Background: an optimization exercise with open tools, aiming at small area, a short achievable clock period and few clock cycles per item. Do not read the settings as production practice.
Only simulation tests tie the RTL to the original design; equivalence was not proved.

## run.sh

```bash
#!/bin/bash
# synth_recipe.tcl (not shown) runs the flow's synth.tcl, then flattens the netlist and writes it again
# the make line also repeats each setting of config.mk as NAME=value (left out here)
make -C /OpenROAD-flow-scripts/flow DESIGN_CONFIG=/design/flow/config.mk WORK_HOME=/design/flow/orfs CLKGATE_MAP_FILE= SYNTH_SCRIPT=/design/flow/synth_recipe.tcl finish
```

## config.mk

```make
export PLATFORM = sky130hd
export DESIGN_NAME = fft1024
export DESIGN_NICKNAME = fft1024
export VERILOG_FILES = /design/flow/design.v
export SDC_FILE = /design/flow/constraint.sdc
export NUM_CORES = 4
export LEC_CHECK = 0
export CAP_MARGIN = 20
export CORE_MARGIN = 2
export CORE_UTILIZATION = 40
export SLEW_MARGIN = 20
```

## constraint.sdc

```tcl
create_clock -name core_clock -period 16.0 [get_ports {clk}]
set_input_delay 3.2000 -clock core_clock [delete_from_list [all_inputs] [get_ports {clk}]]
set_output_delay 3.2000 -clock core_clock [all_outputs]
set_load 0.01 [all_outputs]
```

## design.v

```verilog
module butterfly
(
    input [15:0] x0_re,
    input [15:0] x0_im,
    input [15:0] _x1_re,
    input [15:0] _x1_im,
    input [15:0] w_re,
    input w_re_sign,
    input [15:0] w_im,
    input w_im_sign,
    output [15:0] res_x0_re,
    output [15:0] res_x0_im,
    output [15:0] res_x1_re,
    output [15:0] res_x1_im
);
wire A, A0, A1, B, B0, B1, C, C0, C1, D, D0, D1;
wire [15:0] x1_re;
wire [15:0] x1_im;
wire [15:0] x1re_wre;
wire [15:0] x1im_wim;
wire [15:0] x1im_wre;
wire [15:0] x1re_wim;
wire [31:0] _x1re_wre;
wire [31:0] _x1im_wim;
wire [31:0] _x1im_wre;
wire [31:0] _x1re_wim;
assign A = _x1_re[15] ^ w_re_sign;
assign B = _x1_im[15] ^ w_im_sign;
assign C = _x1_im[15] ^ w_re_sign;
assign D = _x1_re[15] ^ w_im_sign;
assign A0 = A;
assign B0 = ~B;
assign C0 = C;
assign D0 = D;
assign A1 = ~A0;
assign B1 = ~B0;
assign C1 = ~C0;
assign D1 = ~D0;
assign x1_re = _x1_re[15] ? ~_x1_re + 16'd1 : _x1_re;
assign x1_im = _x1_im[15] ? ~_x1_im + 16'd1 : _x1_im;
assign _x1re_wre = x1_re * w_re;
assign _x1im_wim = x1_im * w_im;
assign _x1im_wre = x1_im * w_re;
assign _x1re_wim = x1_re * w_im;
assign x1re_wre = _x1re_wre[14] ? _x1re_wre[30:15] + 16'd1 : _x1re_wre[30:15];
assign x1im_wim = _x1im_wim[14] ? _x1im_wim[30:15] + 16'd1 : _x1im_wim[30:15];
assign x1im_wre = _x1im_wre[14] ? _x1im_wre[30:15] + 16'd1 : _x1im_wre[30:15];
assign x1re_wim = _x1re_wim[14] ? _x1re_wim[30:15] + 16'd1 : _x1re_wim[30:15];
function [15:0] calc;
input [15:0] x0;
input [15:0] x1w_0;
input [15:0] x1w_1;
input s0;
input s1;
case ({s0, s1})
    2'd0: calc = x0 + x1w_0 + x1w_1;
    2'd1: calc = x0 + x1w_0 + ~x1w_1 + 16'd1;
    2'd2: calc = x0 + ~x1w_0 + 16'd1 + x1w_1;
    2'd3: calc = x0 + ~x1w_0 + ~x1w_1 + 16'd2;
endcase
endfunction
assign res_x0_re = calc(x0_re, x1re_wre, x1im_wim, A0, B0);
assign res_x0_im = calc(x0_im, x1im_wre, x1re_wim, C0, D0);
assign res_x1_re = calc(x0_re, x1re_wre, x1im_wim, A1, B1);
assign res_x1_im = calc(x0_im, x1im_wre, x1re_wim, C1, D1);
endmodule
module fft1024_twindle_factor_index
(
    input [9:0] i,
    output [23:0] res
);
localparam N = 11'd1024;
localparam N4 = 11'd256;
localparam N4_2 = 11'd512;
localparam N4_3 = 11'd768;
function [23:0] calc;
    input [9:0] i;
    reg [10:0] _ad_re;
    reg [10:0] _ad_im;
    reg [10:0] ad_re;
    reg [10:0] ad_im;
    reg sign_re;
    reg sign_im;
    if (0 <= i && i <= N4) begin
        _ad_re = N4 - i;
        _ad_im = i;
        ad_re = _ad_re << 2;
        ad_im = _ad_im << 2;
        sign_re = 1'd0;
        sign_im = 1'd1;
        calc = {sign_re, ad_re, sign_im, ad_im};
    end
    else if(N4 < i && i <= N4_2) begin
        _ad_re = i - N4;
        _ad_im = N4_2 - i;
        ad_re = _ad_re << 2;
        ad_im = _ad_im << 2;
        sign_re = 1'd1;
        sign_im = 1'd1;
        calc = {sign_re, ad_re, sign_im, ad_im};
    end
    else if(N4_2 < i && i <= N4_3) begin
        _ad_re = N4_3 - i;
        _ad_im = i - N4_2;
        ad_re = _ad_re << 2;
        ad_im = _ad_im << 2;
        sign_re = 1'd1;
        sign_im = 1'd0;
        calc = {sign_re, ad_re, sign_im, ad_im};
    end
    else begin
        _ad_re = i - N4_3;
        _ad_im = i & (N4 - i);
        ad_re = _ad_re << 2;
        ad_im = _ad_im << 2;
        sign_re = 1'd0;
        sign_im = 1'd0;
        calc = {sign_re, ad_re, sign_im, ad_im};
    end
endfunction
assign res = calc(i);
endmodule
module fft1024
(
    input clk,
    input rst_n,
    input start,
    output reg finish,
    input clear,
    input [31:0] dout0,
    output reg oce0,
    output reg ce0,
    output reg wre0,
    output reg [10:0] ad0,
    output reg [31:0] din0,
    input [31:0] dout1,
    output reg oce1,
    output reg ce1,
    output reg wre1,
    output reg [10:0] ad1,
    output reg [31:0] din1,
    input [15:0] dout_w,
    output reg oce_w,
    output reg ce_w,
    output reg [10:0] ad_w
);
localparam N = 1024;
localparam N2 = N / 2;
localparam N4 = N / 4;
localparam N4_2 = N4 * 2;
localparam N4_3 = N4 * 3;
reg [15:0] w_re;
reg [15:0] x0_re;
reg [15:0] x0_im;
reg [15:0] x1_re;
reg [15:0] x1_im;
reg [9:0] step;
reg [9:0] half_step;
reg [9:0] index;
reg [9:0] i;
reg [9:0] j;
reg [9:0] k;
reg [10:0] prom_i_im;
reg w_re_sign;
reg w_im_sign;
reg [9:0] x_index;
reg [9:0] x_half_step_index;
localparam S_IDLE = 2'd0;
localparam S_BUTTERFLY2 = 2'd1;
localparam S_BUTTERFLY1 = 2'd2;
localparam S_FINISH = 2'd3;
reg [1:0] state;
reg [1:0] next_state;
reg [2:0] clk_cnt;
wire [63:0] butterfly0_res;
wire [63:0] butterfly1_res;
wire [31:0] butterfly_dout0;
wire [23:0] fft_twindle_factor_index_res;
assign butterfly_dout0 = (state == S_BUTTERFLY1) ? dout1 : dout0;
fft1024_twindle_factor_index fft_twindle_factor_index_instance
(
    i,
    fft_twindle_factor_index_res
);
butterfly butterfly0
(
    x0_re,
    x0_im,
    butterfly_dout0[31:16],
    butterfly_dout0[15:0],
    w_re,
    w_re_sign,
    dout_w,
    w_im_sign,
    butterfly0_res[63:48],
    butterfly0_res[47:32],
    butterfly0_res[31:16],
    butterfly0_res[15:0]
);
butterfly butterfly1
(
    x1_re,
    x1_im,
    dout1[31:16],
    dout1[15:0],
    w_re,
    w_re_sign,
    dout_w,
    w_im_sign,
    butterfly1_res[63:48],
    butterfly1_res[47:32],
    butterfly1_res[31:16],
    butterfly1_res[15:0]
);
always @(posedge clk or negedge rst_n) begin
    if (!rst_n) begin
        finish <= 1'd0;
        oce0 <= 1'd0;
        ce0 <= 1'd0;
        wre0 <= 1'd0;
        ad0 <= 11'd0;
        din0 <= 32'd0;
        oce1 <= 1'd0;
        ce1 <= 1'd0;
        wre1 <= 1'd0;
        ad1 <= 11'd0;
        din1 <= 32'd0;
        oce_w <= 1'd0;
        ce_w <= 1'd0;
        ad_w <= 11'd0;
        w_re <= 16'd0;
        x0_re <= 16'd0;
        x0_im <= 16'd0;
        x1_re <= 16'd0;
        x1_im <= 16'd0;
        step <= 10'd0;
        half_step <= 10'd0;
        index <= 10'd0;
        i <= 10'd0;
        j <= 10'd0;
        k <= 10'd0;
        prom_i_im <= 11'd0;
        w_re_sign <= 1'd0;
        w_im_sign <= 1'd0;
        x_index <= 10'd0;
        x_half_step_index <= 10'd0;
        state <= S_IDLE;
        next_state <= S_IDLE;
        clk_cnt <= 3'd0;
    end
    else begin
        if (clear == 1'd1 && state != S_FINISH) begin
            finish <= 1'd0;
        end
        case (state)
            S_IDLE: begin
                if (start == 1'd1) begin
                    ce_w <= 1'd1;
                    oce_w <= 1'd1;
                    ce0 <= 1'd1;
                    oce0 <= 1'd1;
                    wre0 <= 1'd0;
                    ad0 <= 11'd0;
                    ce1 <= 1'd1;
                    oce1 <= 1'd1;
                    wre1 <= 1'd0;
                    ad1 <= 11'd0;
                    half_step <= 10'd1;
                    step <= 10'd2;
                    index <= N2;
                    i <= 10'd0;
                    j <= 10'd0;
                    k <= 10'd0;
                    state <= S_BUTTERFLY2;
                    next_state <= S_BUTTERFLY2;
                    clk_cnt <= 3'd0;
                    w_re_sign <= fft_twindle_factor_index_res[23];
                    ad_w <= fft_twindle_factor_index_res[22:12];
                    w_im_sign <= fft_twindle_factor_index_res[11];
                    prom_i_im <= fft_twindle_factor_index_res[10:0];
                end
            end
            S_BUTTERFLY2: begin
                case (clk_cnt)
                    3'd0: begin
                        x_index <= k + j;
                        x_half_step_index <= k + j + half_step;
                        if (j == half_step - 1'd1) begin
                            j <= 10'd0;
                            i <= 10'd0;
                            if (k == N2 - step) begin
                                k <= 10'd0;
                                half_step <= step;
                                step <= step << 1;
                                index <= index >> 1;
                                next_state <= (step == N2) ? S_BUTTERFLY1 : S_BUTTERFLY2;
                            end
                            else begin
                                k <= k + step;
                            end
                        end
                        else begin
                            j <= j + 1'd1;
                            i <= i + index;
                        end
                        wre0 <= 1'd0;
                        wre1 <= 1'd0;
                        ad0 <= {1'd0, k + j};
                        ad1 <= {1'd0, k + j};
                        w_re_sign <= fft_twindle_factor_index_res[23];
                        ad_w <= fft_twindle_factor_index_res[22:12];
                        w_im_sign <= fft_twindle_factor_index_res[11];
                        prom_i_im <= fft_twindle_factor_index_res[10:0];
                        clk_cnt <= 3'd1;
                    end
                    3'd1: begin
                        ad0 <= {1'd0, x_half_step_index};
                        ad1 <= {1'd0, x_half_step_index};
                        ad_w <= prom_i_im;
                        clk_cnt <= 3'd2;
                    end
                    3'd2: begin
                        x0_re <= dout0[31:16];
                        x0_im <= dout0[15:0];
                        x1_re <= dout1[31:16];
                        x1_im <= dout1[15:0];
                        w_re <= dout_w;
                        clk_cnt <= 3'd3;
                    end
                    3'd3: begin
                        din0 <= butterfly0_res[63:32];
                        x0_re <= butterfly0_res[31:16];
                        x0_im <= butterfly0_res[15:0];
                        din1 <= butterfly1_res[63:32];
                        x1_re <= butterfly1_res[31:16];
                        x1_im <= butterfly1_res[15:0];
                        wre0 <= 1'd1;
                        wre1 <= 1'd1;
                        ad0 <= {1'd0, x_index};
                        ad1 <= {1'd0, x_index};
                        clk_cnt <= 3'd4;
                    end
                    3'd4: begin
                        ad0 <= {1'd0, x_half_step_index};
                        din0 <= {x0_re, x0_im};
                        ad1 <= {1'd0, x_half_step_index};
                        din1 <= {x1_re, x1_im};
                        state <= next_state;
                        if (next_state == S_BUTTERFLY1) begin
                            half_step <= N2;
                        end
                        clk_cnt <= 3'd0;
                    end
                endcase
            end
            S_BUTTERFLY1: begin
                case (clk_cnt)
                    3'd0: begin
                        x_index <= j;
                        x_half_step_index <= j + half_step;
                        if (j == half_step - 1'd1) begin
                            next_state <= S_FINISH;
                        end
                        else begin
                            j <= j + 1'd1;
                            i <= i + 1'd1;
                        end
                        wre0 <= 1'd0;
                        wre1 <= 1'd0;
                        ad0 <= {1'd0, j};
                        w_re_sign <= fft_twindle_factor_index_res[23];
                        ad_w <= fft_twindle_factor_index_res[22:12];
                        w_im_sign <= fft_twindle_factor_index_res[11];
                        prom_i_im <= fft_twindle_factor_index_res[10:0];
                        clk_cnt <= 3'd1;
                    end
                    3'd1: begin
                        ad1 <= {1'd0, x_index};
                        ad_w <= prom_i_im;
                        clk_cnt <= 3'd2;
                    end
                    3'd2: begin
                        x0_re <= dout0[31:16];
                        x0_im <= dout0[15:0];
                        w_re <= dout_w;
                        clk_cnt <= 3'd3;
                    end
                    3'd3: begin
                        din0 <= butterfly0_res[63:32];
                        x0_re <= butterfly0_res[31:16];
                        x0_im <= butterfly0_res[15:0];
                        wre0 <= 1'd1;
                        wre1 <= 1'd0;
                        ad0 <= {1'd0, x_index};
                        clk_cnt <= 3'd4;
                    end
                    3'd4: begin
                        wre0 <= 1'd0;
                        wre1 <= 1'd1;
                        ad1 <= {1'd0, x_index};
                        din1 <= {x0_re, x0_im};
                        state <= next_state;
                        clk_cnt <= 3'd0;
                    end
                endcase
            end
            S_FINISH: begin
                case (clk_cnt)
                    3'd0: begin
                        ce_w <= 1'd0;
                        oce_w <= 1'd0;
                        ad_w <= 11'd0;
                        ce0 <= 1'd0;
                        oce0 <= 1'd0;
                        wre0 <= 1'd0;
                        ad0 <= 11'd0;
                        ce1 <= 1'd0;
                        oce1 <= 1'd0;
                        wre1 <= 1'd0;
                        ad1 <= 11'd0;
                        clk_cnt <= 3'd1;
                        i <= 10'd0;
                    end
                    3'd1: begin
                        finish <= 1'd1;
                        state <= S_IDLE;
                        next_state <= S_IDLE;
                    end
                endcase
            end
        endcase
    end
end
endmodule
```

==> impl_metrics.ini <==
[sta]
tns_ns = 0
fin_crit_sh_pct = 95.7
rsz0062_at_grt = no
finalClockSkew_ns = 0.0363
min_period_ns = 15.32
final.setup.worst_slack_ns = 0.681
maxSlewViolCount = 0
max_slew_margin_pct = 25.2
setup_viol = 0
worst_pin_slew_ns = 1.11
fmax_mhz = 65.3
hold_viol = 0

[global_route]
grt_max_degree = 91
busiest_layer = met2
use_met3_pct = 4.32
grt_pass1_vias = 86600
use_met1_pct = 35.9
antenna_found_initial = 22
grt_use_total_pct = 25.7
grt_use_met2_pct = 40.8
overflow = 0
grt_pass1_wl_um = 524000

[cts]
cts.hold.buffers_added = 0
cts_tree = yes
htreeDepth = 2
cts_root_buf = clkbuf_16
cts_sinks = 264
cts_made_buffers = 37
cts_setup_buffers = 0
ctsResizeCount = 0
cts_max_path_buffers = 3
path_clk_slew_ns = 0.06
clkLatencyLatePin_ns = 0.63

[floorplanning]
initial_core_util_pct = 40.2
die_w_um = 512
die_area_um2 = 262000
row_count = 186
ioPinCount = 190
coreArea_um2 = 257000
die_h_um = 512

[setup_path]
startpoint_type = input pin
slowest_stage = clkdlybuf4s50_1
endpoint_kind = flop
cp.required_ns = 16.48
crit_type = in -> reg
crit_fanout = 5
cp_common_cell = fa_1
crit_arrival_ns = 15.80
path_buf_inv = 7
critPathMaxStageDelay_ns = 0.63
cpLargestDelayFamily = adder cells

[hold_path]
min_path_type = reg -> reg

[layout]
drive_gt1_share_pct = 8.82
multiInputGateArea_um2 = 86600
regArea_um2 = 6630
nFillCells = 25600
area_growth_pct = 11.1
nets = 15700

[route]
ant_nets = 0
drcViolationCount = 0
drtPass1Iterations = 6
vias = 86100
drt_iter0_markers = 6235
wl_per_cell_um = 20.7
viasPerCell = 5.32
wirelength_um = 335000

[run]
drv_cap = 0

[logic_synthesis]
synth_edf_count = 0
synthCells = 12500
yosys_warnings = 3
ys_ff_latch = 264
async_flop_share_pct = 100
syn-mean-instance-area_um2 = 8.27
ys_top_cells_by_count = inv_1 (2206), nand2_1 (1819), fa_1 (1563), ha_1 (1259), and2_1 (740)
synthTopCellsByArea = fa_1 (30%), ha_1 (15%), inv_1 (8.0%)
synth.most_common_cell = inv_1
synth_top_area_cell = fa_1
ys_seq_area_share_pct = 6.40
ys.flop_type = dfrtp_1
yosysUniqueCellTypes = 112
synth_top_cell_area_share_pct = 30.3
netlist_area_um2 = 103000

[place]
dp_slack_ns = 0.0547
place_hpwl_um = 274000
placement.io_buffers = 185
gp_congestion = 0.950

[outcome]
status = finished clean
-- sequential cells by signal, indices dropped and copies added, names as in the netlist, 3 cells and up --
name	cells
din0	32
i	10
x_index	10
x_half_step_index	10
k	9
ad1	10
j	10
x0_re	16
x0_im	16
half_step	10
prom_i_im	9
index	9
x1_re	16
ad0	10
x1_im	16
clk_cnt	3
w_re	16
ad_w	9
din1	32
-- final cells by class --
type                            count  share of cell area [%]
Tap cell                         3384                    3.69
Timing Repair Buffer              913                    6.48
Clock buffer                       48                   0.914
Multi-Input combinational cell   9345                    75.6
Sequential cell                   264                    5.78
Antenna cell                        9                  0.0196
Inverter                         2207                    7.23
Clock inverter                     17                   0.295
-- tightest hold or removal path: cells and delay by family, from the launching register on --
| family | cells | cell delay, ns |
|---|---|---|
| flip-flops | 1 | 0.34 |
| AND/OR/NAND/NOR | 2 | 0.10 |
-- cells by family (layout without fill, tap and decap cells) --
logic type / Yosys count / in the layout / synth area share (%)
fa+ha+maj: 2823 / 2823 / 45.6
buf+inv: 2877 / 3185 / 10.5
other cells: 1 / 13 / 0.00363
simple gates: 3740 / 3740 / 17.1
xor+xnor: 727 / 727 / 6.29
mux: 186 / 186 / 2.64
compound gates: 1865 / 1865 / 11.5
flops: 264 / 264 / 6.40
-- per-layer routing --
metal	vias up	wire (um)
li1	39900	-
met1	43200	147000
met2	2658	150000
met3	335	26500
met4	8	10900
met5	-	57
-- final timing paths --
| kind | startpoint | endpoint | slack [ns] | cells after the start |
|---|---|---|---|---|
| max | dout1[6] | din1[15]$_DFFE_PN0P_ | 0.68 | 51 |
| min | prom_i_im[7]$_DFFE_PN0P_ | prom_i_im[7]$_DFFE_PN0P_ | 0.47 | 2 |
| min reg2reg | prom_i_im[7]$_DFFE_PN0P_ | prom_i_im[7]$_DFFE_PN0P_ | 0.47 | 2 |
| min in group asynchronous | rst_n | x_index[6]$_DFFE_PN0P_ | 2.58 | 1 |
| max reg2reg | state[0]$_DFFE_PN0P_ | x0_re[15]$_DFFE_PN0P_ | 2.51 | 56 |
| max in group asynchronous | rst_n | x0_im[0]$_DFFE_PN0P_ | 11.24 | 3 |
-- metrics by stage --
step	cell area [um2]	hold slack, ns	instances	utilization, %
global placement	113000	0.449	16100	44.1
CTS	115000	0.469	16200	44.6
finish	115000	0.466	16200	44.7
detailed placement	113000	0.457	16100	44.1
global route	115000	0.497	16200	44.6
floorplan	103000	0.439	12500	-
-- cell usage in the layout, fill, tap and decap left out, types with 19 or more instances in the layout --
| master | count |
|---|---|
| a22oi_1 | 37 |
| clkbuf_16 | 37 |
| xor2_4 | 19 |
| fa_1 | 1563 |
| a211oi_1 | 71 |
| mux4_2 | 63 |
| mux2_2 | 59 |
| clkdlybuf4s50_1 | 164 |
| mux2i_1 | 62 |
| o31ai_1 | 47 |
| nand4_1 | 36 |
| a21oi_1 | 533 |
| nand2_1 | 1815 |
| nor3b_1 | 31 |
| o22ai_1 | 20 |
| a31oi_1 | 36 |
| a21o_1 | 174 |
| o41ai_1 | 20 |
| a22o_1 | 25 |
| or2_2 | 28 |
| xor2_1 | 201 |
| nor3_1 | 143 |
| or3_1 | 44 |
| nor2b_1 | 128 |
| xnor2_1 | 445 |
| buf_4 | 718 |
| nand3_1 | 107 |
| o211ai_1 | 45 |
| o21bai_1 | 92 |
| and3_1 | 54 |
| and2_1 | 740 |
| xnor2_2 | 51 |
| a311oi_1 | 19 |
| nor2_1 | 448 |
| dfrtp_1 | 248 |
| ha_1 | 1258 |
| nand2b_1 | 69 |
| inv_1 | 2206 |
| o21a_1 | 50 |
| o21ai_0 | 492 |
Testbench counts, summed over its fixed seeds: cycles 168,996, ffts 12.

separate check: timing with driven ports:
No port has a modelled driver above. Below, the same layout with a new extraction and two added sets of constraints.
Step 1 (the two cells are an assumption about what drives the block):
set clk [get_ports {clk}]
set_driving_cell -lib_cell sky130_fd_sc_hd__clkbuf_16 $clk
set_driving_cell -lib_cell sky130_fd_sc_hd__buf_2 [delete_from_list [all_inputs] $clk]
Step 2 adds t to the input delays and takes it off the output delays; t is the mean of the earliest and latest rising clock arrival at the registers after step 1. Input paths then give back, and output paths get back, about the clock's delay inside the block.
Three values: ideal ports, drivers, drivers and shift; two values: the first two.
t (ns): 0.673
setup slack, ns: 0.681 / 0.690 / 0.017
hold slack, ns: 0.466 / 0.466 / 0.466
latest minus earliest clock arrival (ns): 0.039 / 0.040
pins driven straight from the clock port: 1
After both steps setup and hold are still met in this run. The setup slack of this run moves by +0.009 ns with the drivers and by -0.664 ns with both steps.
